From an optimization exercise on the open Yosys and OpenROAD flow, aimed at a short achievable clock period and few clock cycles; shortcuts taken in it are not production practice.
The RTL was checked by simulation tests, not by an equivalence proof against the original design.

### flow/design.v
module setHexValue (output reg [6:0] display, input [3:0] value);
always @(*)begin 
	case(value)
		0: display  <= 7'b0000001;
		1: display  <= 7'b1001111;
		2: display  <= 7'b0010010;
		3: display  <= 7'b0000110;
		4: display  <= 7'b1001100;
		5: display  <= 7'b0100100;
		6: display  <= 7'b0100000;
		7: display  <= 7'b0001111;
		8: display  <= 7'b0000000;
		9: display  <= 7'b0001100;
		10: display  <= 7'b0001000;
		11: display  <= 7'b1100000;
		12: display  <= 7'b0110001;
		14: display  <= 7'b0110000;
		15: display  <= 7'b0111000;
		default: display <= 7'b1111111;  
		endcase
end
endmodule
module displayHex(output [6:0] Out0, Out1, Out2, Out3, 
					output reg [6:0]Out4, Out5, 
					 Out6, Out7, Out8, Out9, Out10, Out11, Out12, Out13,
					 input [13:0] inputBinary);
reg [3:0] temp0, temp1, temp2, temp3;
wire [6:0] tempOut0, tempOut1, tempOut2, tempOut3;
always @(*)begin
	temp0 <= (inputBinary[0]*1) + (inputBinary[1]*2) +
			(inputBinary[2]*4)+ (inputBinary[3]*8);		
	temp1 <= (inputBinary[4]*1) + (inputBinary[5]*2) +
			(inputBinary[6]*4)+ (inputBinary[7]*8);			
	temp2 <= (inputBinary[8]*1) + (inputBinary[9]*2) +
			(inputBinary[10]*4)+ (inputBinary[11]*8);		
	temp3 <= (inputBinary[12]*1) + (inputBinary[13]*2);	
	Out4 <= 7'b1111111;
	Out5 <= 7'b1111111;
	Out6 <= 7'b1111111;
	Out7 <= 7'b1111111;
	Out8 <= 7'b1111111;
	Out9 <= 7'b1111111;
	Out10 <= 7'b1111111;
	Out11 <= 7'b1111111;
	Out12 <= 7'b1111111;
	Out13 <= 7'b1111111;	
end
setHexValue u1(tempOut0, temp0);
setHexValue u2(tempOut1, temp1);
setHexValue u3(tempOut2, temp2);
setHexValue u4(tempOut3, temp3);
assign Out0 = tempOut0;
assign Out1 = tempOut1;
assign Out2 = tempOut2;
assign Out3 = tempOut3;
endmodule
module displayBinary(output reg [6:0] Out0, Out1, Out2, Out3, Out4, Out5, 
					 Out6, Out7, Out8, Out9, Out10, Out11, Out12, Out13,
					input [13:0] inputBinary);
always @(*)begin
	Out0 <= (inputBinary[0] == 1'b0)?(7'b0000001):(7'b1001111);
	Out1 <= (inputBinary[1] == 1'b0)?(7'b0000001):(7'b1001111);
	Out2 <= (inputBinary[2] == 1'b0)?(7'b0000001):(7'b1001111);
	Out3 <= (inputBinary[3] == 1'b0)?(7'b0000001):(7'b1001111);
	Out4 <= (inputBinary[4] == 1'b0)?(7'b0000001):(7'b1001111);
	Out5 <= (inputBinary[5] == 1'b0)?(7'b0000001):(7'b1001111);
	Out6 <= (inputBinary[6] == 1'b0)?(7'b0000001):(7'b1001111);
	Out7 <= (inputBinary[7] == 1'b0)?(7'b0000001):(7'b1001111);
	Out8 <= (inputBinary[8] == 1'b0)?(7'b0000001):(7'b1001111);
	Out9 <= (inputBinary[9] == 1'b0)?(7'b0000001):(7'b1001111);
	Out10 <= (inputBinary[10] == 1'b0)?(7'b0000001):(7'b1001111);
	Out11 <= (inputBinary[11] == 1'b0)?(7'b0000001):(7'b1001111);
	Out12 <= (inputBinary[12] == 1'b0)?(7'b0000001):(7'b1001111);
	Out13 <= (inputBinary[13] == 1'b0)?(7'b0000001):(7'b1001111);
end 
endmodule
module mux21( 
output reg [6:0] disp0, disp1, disp2, disp3, disp4, disp5, disp6, disp7,  
				disp8, disp9, disp10, disp11, disp12, disp13,
input [13:0] inputBinary, 
input DispSelect);
wire [6:0]Out0, Out1, Out2, Out3, Out4, Out5, Out6, 
	Out7, Out8, Out9, Out10, Out11, Out12, Out13, 
	Out14, Out15, Out16, Out17, Out18, Out19, Out20, 
	Out21, Out22, Out23, Out24, Out25, Out26, Out27;
displayHex hex(Out0, Out1, Out2, Out3, Out4, Out5, Out6, Out7, Out8, 
			Out9, Out10, Out11, Out12, Out13,inputBinary);
displayBinary binary(Out14, Out15, Out16, Out17, Out18, Out19, Out20, 
			Out21, Out22, Out23, Out24, Out25, Out26, Out27, inputBinary);	
always@ (*)begin
	if (DispSelect == 1'b1)begin 
		disp0 <= Out0;
		disp1 <= Out1;
		disp2 <= Out2;
		disp3 <= Out3;
		disp4 <= Out4;
		disp5 <= Out5;
		disp6 <= Out6;
		disp7 <= Out7;
		disp8 <= Out8;
		disp9 <= Out9;
		disp10 <= Out10;
		disp11 <= Out11;
		disp12 <= Out12;
		disp13 <= Out13;
		end
	else begin 
		disp0 <= Out14;
		disp1 <= Out15;
		disp2 <= Out16;
		disp3 <= Out17;
		disp4 <= Out18;
		disp5 <= Out19;
		disp6 <= Out20;
		disp7 <= Out21;
		disp8 <= Out22;
		disp9 <= Out23;
		disp10 <= Out24;
		disp11 <= Out25;
		disp12 <= Out26;
		disp13 <= Out27;
		end
end
endmodule
module MUX81 (
    output reg [13:0] dout,
    input [2:0] sel,
    input [13:0] d1, d2, d3, d4, d5, d6, d7, d8,
    input clk);
    always @ (posedge clk) begin
        casez(sel)
            3'b000: dout <= d1;
            3'b001: dout <= d2;
            3'b010: dout <= d3;
            3'b011: dout <= d4;
            3'b100: dout <= d5;
            3'b101: dout <= d6;
            3'b110: dout <= d7;
            3'b111: dout <= d8;
            default: dout <= 14'bz;
        endcase
    end
endmodule
module register(
    output reg [13:0] q,
    input [13:0] R, ALUout,
    input clk, ldR, ldALU, rst);
    always @ (posedge clk) begin
        if (rst == 1'b1) q <= 14'b0;
        else if (ldR == 1'b1) q <= R;
        else if (ldALU == 1'b1) q <= ALUout;
    end
endmodule
module registerArray(
    output [13:0] rout1, rout2, ramOut,
    input [13:0] rin, ALUin,
    input [7:0] ldR, ldALU,
    input [2:0] selrd1, selrd2, selram,
    input clk, rst);
    wire [13:0] rd0, rd1, rd2, rd3, rd4, rd5, rd6, rd7;
    register R0 (rd0, rin, ALUin, clk, ldR[0], ldALU[0], rst);  
    register R1 (rd1, rin, ALUin, clk, ldR[1], ldALU[1], rst);  
    register R2 (rd2, rin, ALUin, clk, ldR[2], ldALU[2], rst);  
    register R3 (rd3, rin, ALUin, clk, ldR[3], ldALU[3], rst);  
    register R4 (rd4, rin, ALUin, clk, ldR[4], ldALU[4], rst);  
    register R5 (rd5, rin, ALUin, clk, ldR[5], ldALU[5], rst);  
    register R6 (rd6, rin, ALUin, clk, ldR[6], ldALU[6], rst);  
    register R7 (rd7, rin, ALUin, clk, ldR[7], ldALU[7], rst);  
    MUX81 M1 (rout1, selrd1, rd0, rd1, rd2, rd3, rd4, rd5, rd6, rd7, clk);
    MUX81 M2 (rout2, selrd2, rd0, rd1, rd2, rd3, rd4, rd5, rd6, rd7, clk);
    MUX81 M3 (ramOut, selram, rd0, rd1, rd2, rd3, rd4, rd5, rd6, rd7, clk);
endmodule
module ALU (ALU_OUTPUT, ALU_FLAGS, A, B, ALU_OpCode, en, rstFlags, clk);
	output reg [13:0] ALU_OUTPUT;
	output reg [2:0] ALU_FLAGS;
	input [13:0] A, B;
	input [4:0] ALU_OpCode;
	input en, rstFlags, clk;
	reg [27:0] tempMult;
	reg [14:0] tempOver;
	always @(posedge clk or posedge rstFlags) begin
		if (rstFlags == 1'b1) begin  
			ALU_OUTPUT <= 14'd0;
			ALU_FLAGS <= 2'd0;
			tempMult <= 15'd0;
			tempOver <= 15'd0;
		end
		else if (en) case (ALU_OpCode)
			5'b00000: ALU_OUTPUT <= 14'b0;  
			5'b00001: ALU_OUTPUT <= 14'b0;  
			5'b00010: ALU_OUTPUT <= 14'b0;  
			5'b00011: begin  
					tempOver = A + B;
					if (tempOver[14] == 1'b1) ALU_FLAGS <= 3'd3;  
					ALU_OUTPUT <= tempOver[13:0];
			end
			5'b00100: begin  
					if (A < B) begin
						ALU_FLAGS <= 3'd4;  
						ALU_OUTPUT <= 14'b0;
					end
					else ALU_OUTPUT <= A - B; 
			end
			5'b00101: begin  
					tempMult = A * B;
					if (tempMult > 14'd255) ALU_FLAGS <= 3'd3;  
					ALU_OUTPUT <= tempMult[13:0];
			end
			5'b00110: begin  
					if (B == 1'd0) begin
						ALU_FLAGS <= 3'd5;  
						ALU_OUTPUT <= A;
					end
					else ALU_OUTPUT <= A / B; 
			end
			5'b00111: ALU_FLAGS <= (A < B) ? 3'd1:3'd2;  
			5'b01000: ALU_FLAGS <= (A > B) ? 3'd1:3'd2;  
			5'b01001: ALU_FLAGS <= (A <= B) ? 3'd1:3'd2;  
			5'b01010: ALU_FLAGS <= (A >= B) ? 3'd1:3'd2;  
			5'b01011: ALU_FLAGS <= (A == B) ? 3'd1:3'd2;  
			5'b01100: ALU_FLAGS <= (A != B) ? 3'd1:3'd2;  
			5'b01101: ALU_OUTPUT <= A & B;  
			5'b01110: ALU_OUTPUT <= A | B;  
			5'b01111: ALU_OUTPUT <= ~A;  
			5'b10000: ALU_OUTPUT <= A ^ B;  
			5'b10001: begin  
					tempOver = (~A) + 1; 
					if (tempOver[14] == 1'b1) ALU_FLAGS <= 3'd3;  
					ALU_OUTPUT <= tempOver[13:0];
			end
			5'b10010: ALU_OUTPUT <= A << B;  
			5'b10011: ALU_OUTPUT <= A >> B;  
			5'b10100: ALU_OUTPUT <= A << 1;  
			5'b10101: ALU_OUTPUT <= A >> 1;  
			5'b10110: ALU_OUTPUT <= A <<< 1;  
			5'b10111: ALU_OUTPUT <= A >>> 1;  
			5'b11000: ALU_OUTPUT <= {A[12:0], A[13]};  
			5'b11001: ALU_OUTPUT <= {A[0], A[13:1]};  
			5'b11010: ALU_OUTPUT <= 14'b0;  
			5'b11011: ALU_OUTPUT <= 14'b0;  
			5'b11100: begin 
					if((A % 2'd2)== 0) ALU_FLAGS <= 3'd6;
					else ALU_FLAGS <= 3'd7;
			end	
			5'b11101: ALU_OUTPUT <= A;  
			5'b11110: ALU_OUTPUT <= 14'b0;  
			5'b11111: ALU_OUTPUT <= 14'b0;  
			default: ALU_FLAGS <= 3'd0;
		endcase
	end
endmodule
module controlUnit (
    output reg readRAM, writeRAM, ldA, ldB,
    output reg [5:0] address,
    output reg [4:0] opcode,
    output reg [7:0] ldALU, ldR,
    output reg [2:0] result, rega, regb, selram,
    output reg displaySelect,
    output aluEn, halted,
    input [13:0] RAMdata,
    input clk, rst);
    reg [3:0] state;
    reg [5:0] pc;
    reg [13:0] currentInstruction;
    assign aluEn = (state == 4'b0011) || (state == 4'b0110);
    assign halted = (state == 4'b1111);
    always @ (posedge clk, posedge rst) begin
        if (rst == 1'b1) begin
            state <= 4'b0000;
            readRAM <= 1'b0;
            writeRAM <= 1'b0;
            ldA <= 1'b0;
            ldB <= 1'b0;
            displaySelect <= 1'b0;
            selram <= 3'b000;
            opcode <= 5'b00000;
            address <= 6'b000000;
            result <= 3'b000;
            rega <= 3'b000;
            regb <= 3'b000;
            ldALU <= 8'b00000000;
            ldR <= 8'b00000000;
            pc <= 6'b000000;
            currentInstruction <= 14'b0;
        end
        else begin
            case(state)
                4'b0000: begin  
                    readRAM <= 1'b1;
                    state <= 4'b0001;
                    address <= pc;
                end
                4'b0001: begin  
                    readRAM <= 1'b0;
                    opcode <= RAMdata[13:9];
                    result <= RAMdata[8:6];
                    rega <= RAMdata[5:3];
                    regb <= RAMdata[2:0];
                    currentInstruction <= RAMdata[13:0];
                    state <= 4'b0010;
                end
                4'b0010: begin  
                    case (opcode)
                        5'b00000:     state <= 4'b0110;
                        5'b00001:       state <= 4'b0110;
                        5'b00010:      state <= 4'b0110;
                        5'b00011:       state <= 4'b0011;
                        5'b00100:       state <= 4'b0011;
                        5'b00101:       state <= 4'b0011;
                        5'b00110:       state <= 4'b0011;
                        5'b00111:     state <= 4'b0110;
                        5'b01000:     state <= 4'b0110;
                        5'b01001:     state <= 4'b0110;
                        5'b01010:     state <= 4'b0110;
                        5'b01011:     state <= 4'b0110;
                        5'b01100:     state <= 4'b0110;
                        5'b01101:      state <= 4'b0011;
                        5'b01110:       state <= 4'b0011;
                        5'b01111:      state <= 4'b0011;
                        5'b10000:      state <= 4'b0011;
                        5'b10001:   state <= 4'b0011;
                        5'b10010:      state <= 4'b0011;
                        5'b10011:      state <= 4'b0011;
                        5'b10100:       state <= 4'b0011;
                        5'b10101:       state <= 4'b0011;
                        5'b10110:       state <= 4'b0011;
                        5'b10111:       state <= 4'b0011;
                        5'b11000:       state <= 4'b0011;
                        5'b11001:       state <= 4'b0011;
                        5'b11010:     state <= 4'b1100;
                        5'b11011:     state <= 4'b1101;
                        5'b11100:       state <= 4'b0110;
                        5'b11101:       state <= 4'b0011;
                        5'b11110:       state <= 4'b0100;
                        5'b11111:       state <= 4'b0101;
                        default:    state <= 4'b0000;
                    endcase
                end
                4'b0011: begin  
                    case(result)
                        3'b000: ldALU <= 8'b00000001;
                        3'b001: ldALU <= 8'b00000010;
                        3'b010: ldALU <= 8'b00000100;
                        3'b011: ldALU <= 8'b00001000;
                        3'b100: ldALU <= 8'b00010000;
                        3'b101: ldALU <= 8'b00100000;
                        3'b110: ldALU <= 8'b01000000;
                        3'b111: ldALU <= 8'b10000000;
                        default: ldALU <= 8'b00000000;
                    endcase
                    state <= 4'b0111;
                end
                4'b0100: begin  
                    readRAM <= 1'b1;
                    address <= RAMdata[5:0];
                    case(result)
                        3'b000: ldR <= 8'b00000001;
                        3'b001: ldR <= 8'b00000010;
                        3'b010: ldR <= 8'b00000100;
                        3'b011: ldR <= 8'b00001000;
                        3'b100: ldR <= 8'b00010000;
                        3'b101: ldR <= 8'b00100000;
                        3'b110: ldR <= 8'b01000000;
                        3'b111: ldR <= 8'b10000000;
                        default: ldR <= 8'b00000000;
                    endcase
                    state <= 4'b0111;
                end
                4'b0101: begin  
                    address <= RAMdata[5:0];
                    selram <= result;
                    state <= 4'b0111;
                end
                4'b0110: begin  
                    if (opcode == 5'b00001) state <= 4'b1111;
                    else state <= 4'b0111;
                end
                4'b0111: begin  
                    if (opcode == 5'b11111) writeRAM <= 1'b1;
                    if (opcode == 5'b11010) displaySelect <= 1'b0;
                    if (opcode == 5'b11011) displaySelect <= 1'b1;
                    state <= 4'b1000;
                end 
                4'b1000: begin  
                    state <= 4'b1011;
                end
                4'b1001: begin
                end
                4'b1010: begin
                end
                4'b1011: begin  
                    ldALU <= 8'b00000000;
                    readRAM <= 1'b0;
                    ldR <= 8'b00000000;
                    writeRAM <= 1'b0;
                    ldA <= 1'b0;
                    pc <= pc + 1;
                    state <= 4'b0000;
                end
                4'b1100: begin  
                    ldA <= 1'b1;
                    state <= 4'b0111;
                end
                4'b1101: begin  
                    ldA <= 1'b1;
                    state <= 4'b0111;
                end
                4'b1111: begin  
                    state <= 4'b1111;
                end
                default: state <= 4'b0000;
            endcase
        end
    end
endmodule
module CPU (
    output [6:0] disp0, disp1, disp2, disp3, disp4, disp5, disp6, disp7, disp8, disp9, disp10, disp11, disp12, disp13,
    output [2:0] flags,
    output halted,
    output [5:0] mem_addr,
    output mem_wr,
    output [13:0] mem_wdata,
    input [13:0] mem_rdata,
    input clk, rst);
    wire [13:0] data_o, A, B, ALUout, ramOut, inputBinary;
    wire [7:0] ldR, ldALU;
    wire [5:0] address;
    wire [4:0] opcode;
    wire [2:0] result, rega, regb, selram;
    wire readRAM, writeRAM, displaySelect, ldA, ldB, aluEn;
    assign data_o = mem_rdata;
    assign mem_addr = address;
    assign mem_wr = writeRAM;
    assign mem_wdata = ramOut;
    registerArray RA1 (A, B, ramOut, data_o, ALUout, ldR, ldALU, rega, regb, selram, clk, rst);
    ALU A1 (ALUout, flags, A, B, opcode, aluEn, rst, clk);
    controlUnit CU1 (readRAM, writeRAM, ldA, ldB, address, opcode, ldALU, ldR, result, rega, regb, selram, displaySelect, aluEn, halted, data_o, clk, rst);
    register disreg (inputBinary, A, B, clk, ldA, ldB, rst);
    mux21 display (disp0, disp1, disp2, disp3, disp4, disp5, disp6, disp7, disp8, disp9, disp10, disp11, disp12, disp13, inputBinary, displaySelect); 
endmodule
### flow/run.sh
#!/bin/bash
# synth_recipe.tcl (not shown) runs the flow's synth.tcl, then flattens the netlist and writes it again
# the make line also repeats each setting of config.mk as NAME=value (left out here)
make -C /OpenROAD-flow-scripts/flow DESIGN_CONFIG=/design/flow/config.mk WORK_HOME=/design/flow/orfs CLKGATE_MAP_FILE= SYNTH_SCRIPT=/design/flow/synth_recipe.tcl finish
### flow/config.mk
export PLATFORM = sky130hd
export DESIGN_NAME = CPU
export DESIGN_NICKNAME = CPU
export VERILOG_FILES = /design/flow/design.v
export SDC_FILE = /design/flow/constraint.sdc
export NUM_CORES = 4
export LEC_CHECK = 0
export CAP_MARGIN = 20
export CORE_MARGIN = 2
export CORE_UTILIZATION = 40
export PLACE_DENSITY = 0.6
export SLEW_MARGIN = 20
### flow/constraint.sdc
create_clock -name core_clock -period 24.0 [get_ports {clk}]
set_input_delay 4.8000 -clock core_clock [delete_from_list [all_inputs] [get_ports {clk}]]
set_output_delay 4.8000 -clock core_clock [all_outputs]
set_load 0.01 [all_outputs]
==> results_dict.tcl <==
set metrics [dict create \
    status "no timing/DRC/antenna violations" \
    drt-initial-drc-count 3025 \
    postSynthAreaPerCell_um2 7.84 \
    row_count 99 \
    wl_um 110000 \
    postSynthCellCount 3753 \
    fin_crit_ns 22.77 \
    hold_class "reg2reg" \
    antenna_found_initial 1 \
    dr.pass1.iters 6 \
    initial_core_util_pct 40.4 \
    final_util_pct 44.6 \
    clockRootBuffer "clkbuf_16" \
    cpMaxStageDelayCell "or4b_1" \
    synth-main-ff-cell "dfxtp_1" \
    async_flop_share_pct 29.1 \
    regArea_mm2 0.00510 \
    synthTopCellsByCount "nor2_1 (550), nand2_1 (328), a21oi_1 (270), ha_1 (260), inv_1 (246)" \
    critPathMaxFanout 10 \
    cp_common_cell "ha_1" \
    post_drt_wl_per_cell_um 23.6 \
    drcViolationCount 0 \
    slew_headroom_pct 29.6 \
    ys_seq_area_share_pct 17.3 \
    area_growth_pct 10.3 \
    clk_latency_ns 0.60 \
    hpwl_um 78200 \
    cts_made_buffers 29 \
    multi_input_area_mm2 0.0221 \
    num_vias 28200 \
    ys_seq_elements 237 \
    ys_warn_count 9 \
    syn_area_mm2 0.0294 \
    fillCellCount 7286 \
    ios 139 \
    max_stage_delay_ns 0.53 \
    timing.max_cap.violations 0 \
    fin_worst_skew_ns 0.0277 \
    fp.coreArea_mm2 0.0728 \
    synth.area.top_cells "dfxtp_1 (11%), ha_1 (11%), fa_1 (9.7%)" \
    die_w_um 275 \
    nNetsFinal 4121 \
    io_buffers 127 \
    synth-edff-count 0 \
    grt_pass1_vias 26500 \
    setup_viol 0 \
    worst_pin_slew_ns 1.05 \
    holdBufCountCts 0 \
    gr-total-overflow 0 \
    grt_max_degree 78 \
    yosys.area.top_type "dfxtp_1" \
    grt_usage_pct 28.4 \
    ant_nets 0 \
    critical-path-top-delay-family "compound AO/OA/AOI/OAI gates" \
    cts_tree "built" \
    drt-vias-per-instance 6.03 \
    clk_pin_slew_ns 0.06 \
    cts_buffer_depth 3 \
    yosysTopAreaCellShare_pct 11.4 \
    yosysMostFrequentCell "nor2_1" \
    max_freq_mhz 43.9 \
    dieArea_mm2 0.0757 \
    grt_pass1_wl_um 165000 \
    die_h_um 275 \
    worst-path-buf-inv 8 \
    antennaDiodeCount 0 \
    worst_setup_path_start_kind "register" \
    drv_slew 0 \
    htreeDepth 1 \
    path_class "reg2reg" \
    final-hold-violation-count 0 \
    critPathCaptureType "register" \
    min_period_over_period_pct 94.9 \
    synth_cell_type_count 99 \
    gp_congestion 1.03 \
    drive_gt1_share_pct 10.1 \
    worst_ep_arrival_time_ns 23.21 \
    required_ns 24.44 \
    clkSinkCount 237 \
]
-- sequential cells by signal, summed over array words and instances (netlist names), 3 cells and up --
register,count
A1.ALU_FLAGS,3
A1.ALU_OUTPUT,14
CU1.address,6
CU1.ldALU,8
CU1.ldR,8
CU1.opcode,5
CU1.pc,6
CU1.rega,3
CU1.regb,3
CU1.result,3
CU1.selram,3
CU1.state,4
RA1.M1.dout,14
RA1.M2.dout,14
RA1.M3.dout,14
RA1.R0.q,14
RA1.R1.q,14
RA1.R2.q,14
RA1.R3.q,14
RA1.R4.q,14
RA1.R5.q,14
RA1.R6.q,14
RA1.R7.q,14
disreg.q,14
-- cell families after synthesis --
logic type	count (synthesis)	share of synthesized area, %
multiplexers	287	12.4
buffers and inverters	594	8.38
XOR/XNOR	76	2.26
flip-flops	237	17.3
AND/OR/NAND/NOR	1250	18.8
other	2	0.0255
adder cells (fa/ha/maj)	403	20.8
AO/OA/AOI/OAI	904	20.0
-- cell usage in the layout, fill, tap and decap left out, types with 54 or more instances in the layout --
master and n:
mux2i_1 164, o21a_1 54, dfrtp_1 66, dfxtp_1 166, inv_1 245, mux2_2 66
buf_4 116, o21ai_0 185, clkdlybuf4s50_1 126, a21oi_1 267, mux4_2 54, nor2_1 550
nand2_1 327, nor3_1 86, fa_1 143, ha_1 258
-- worst reg2reg max path, delay by kind of cell (launching register included) --
kind | cells | cell delay (ns)
AOI/OAI and AO/OA | 53 | 10.45
DFF | 1 | 0.33
and+or+nand+nor | 31 | 5.46
muxes | 3 | 1.08
buffers and inverters | 8 | 1.25
adders and majority gates | 14 | 4.09
-- path summary, 6_finish.rpt --
path                                        start                      endpoint  slack (ns)  cells after the start
min in group asynchronous                     rst      CU1.state[3]$_DFFE_PP0N_        4.78                      3
min                         CU1.pc[5]$_DFFE_PP0P_         CU1.pc[5]$_DFFE_PP0P_        0.47                      1
max                        RA1.M2.dout[0]$_DFF_P_  A1.ALU_OUTPUT[0]$_DFFE_PP0P_        1.23                    109
max in group asynchronous                     rst      CU1.ldALU[6]$_DFFE_PP0P_       18.54                      3
max reg2reg                RA1.M2.dout[0]$_DFF_P_  A1.ALU_OUTPUT[0]$_DFFE_PP0P_        1.23                    109
min reg2reg                 CU1.pc[5]$_DFFE_PP0P_         CU1.pc[5]$_DFFE_PP0P_        0.47                      1
-- per-stage QoR --
stage	instances	TNS, ns	hold slack [ns]	setup WS, ns	area, um2
2_1_floorplan	3762	0	0.444	0.107	29400
3_3_place_gp	4624	0	0.462	0.435	31300
3_5_place_dp	4625	-0.121	0.462	-0.121	31300
4_1_cts	4677	0	0.474	0.00144	32200
5_1_grt	4682	-0.185	0.505	-0.185	32500
6_report	4682	0	0.473	1.23	32500
-- routing by layer --
| metal | wire, um | GRT usage [%] | up-vias | share of wire, % |
|---|---|---|---|---|
| met5 | 0 | 0 | - | 0 |
| met2 | 49200 | 45.2 | 1367 | 45 |
| met4 | 5300 | 11.6 | 0 | 4.8 |
| li1 | - | - | 13000 | - |
| met3 | 10100 | 5.00 | 292 | 9.2 |
| met1 | 45700 | 38.1 | 13600 | 41 |
-- final cells by class --
type	instances	area share (%)
multi-input cells	2931	68.1
clock inverters	8	0.285
flip-flops and latches	237	15.7
well taps	959	3.70
inverters	260	3.01
clock buffers	44	2.53
repair buffers	243	6.65
-- what timing repair did --
| item | in CTS | in global routing |
|---|---|---|
| buffers inserted | 0 | 5 |
| resized for setup | 2 | 40 |
| setup endpoints to repair | 1 | 1 |
| pin swaps | 0 | 5 |
Testbench counts, summed over its fixed seeds: cycles 315,326.

-- separate check: timing with driven ports --
In the flow no input, the clock included, has a driving cell. The finished layout below was timed again as built, in two steps.
Step 1, drivers: a clkbuf_16 drives clk and a buf_2 each remaining input, both assumed.
Step 2 moves the port delays by t, midway between the first and last clock arrival at a register: inputs arrive t later, outputs are due t later. That takes back most of the time a late clock gives input paths.
Slacks: ideal / step 1 / step 2; pairs: ideal / step 1.
t, ns: 0.649
setup WS [ns]: 1.233 / 1.233 / 1.233
hold WS [ns]: 0.473 / 0.473 / 0.473
clock arrival spread, ns: 0.029 / 0.029
worst slew at a driven data input, ns: 0.07
After both steps setup and hold are still met in this run. For this run, drivers alone change the setup slack by 0.000 ns; drivers and shift together by 0.000 ns.
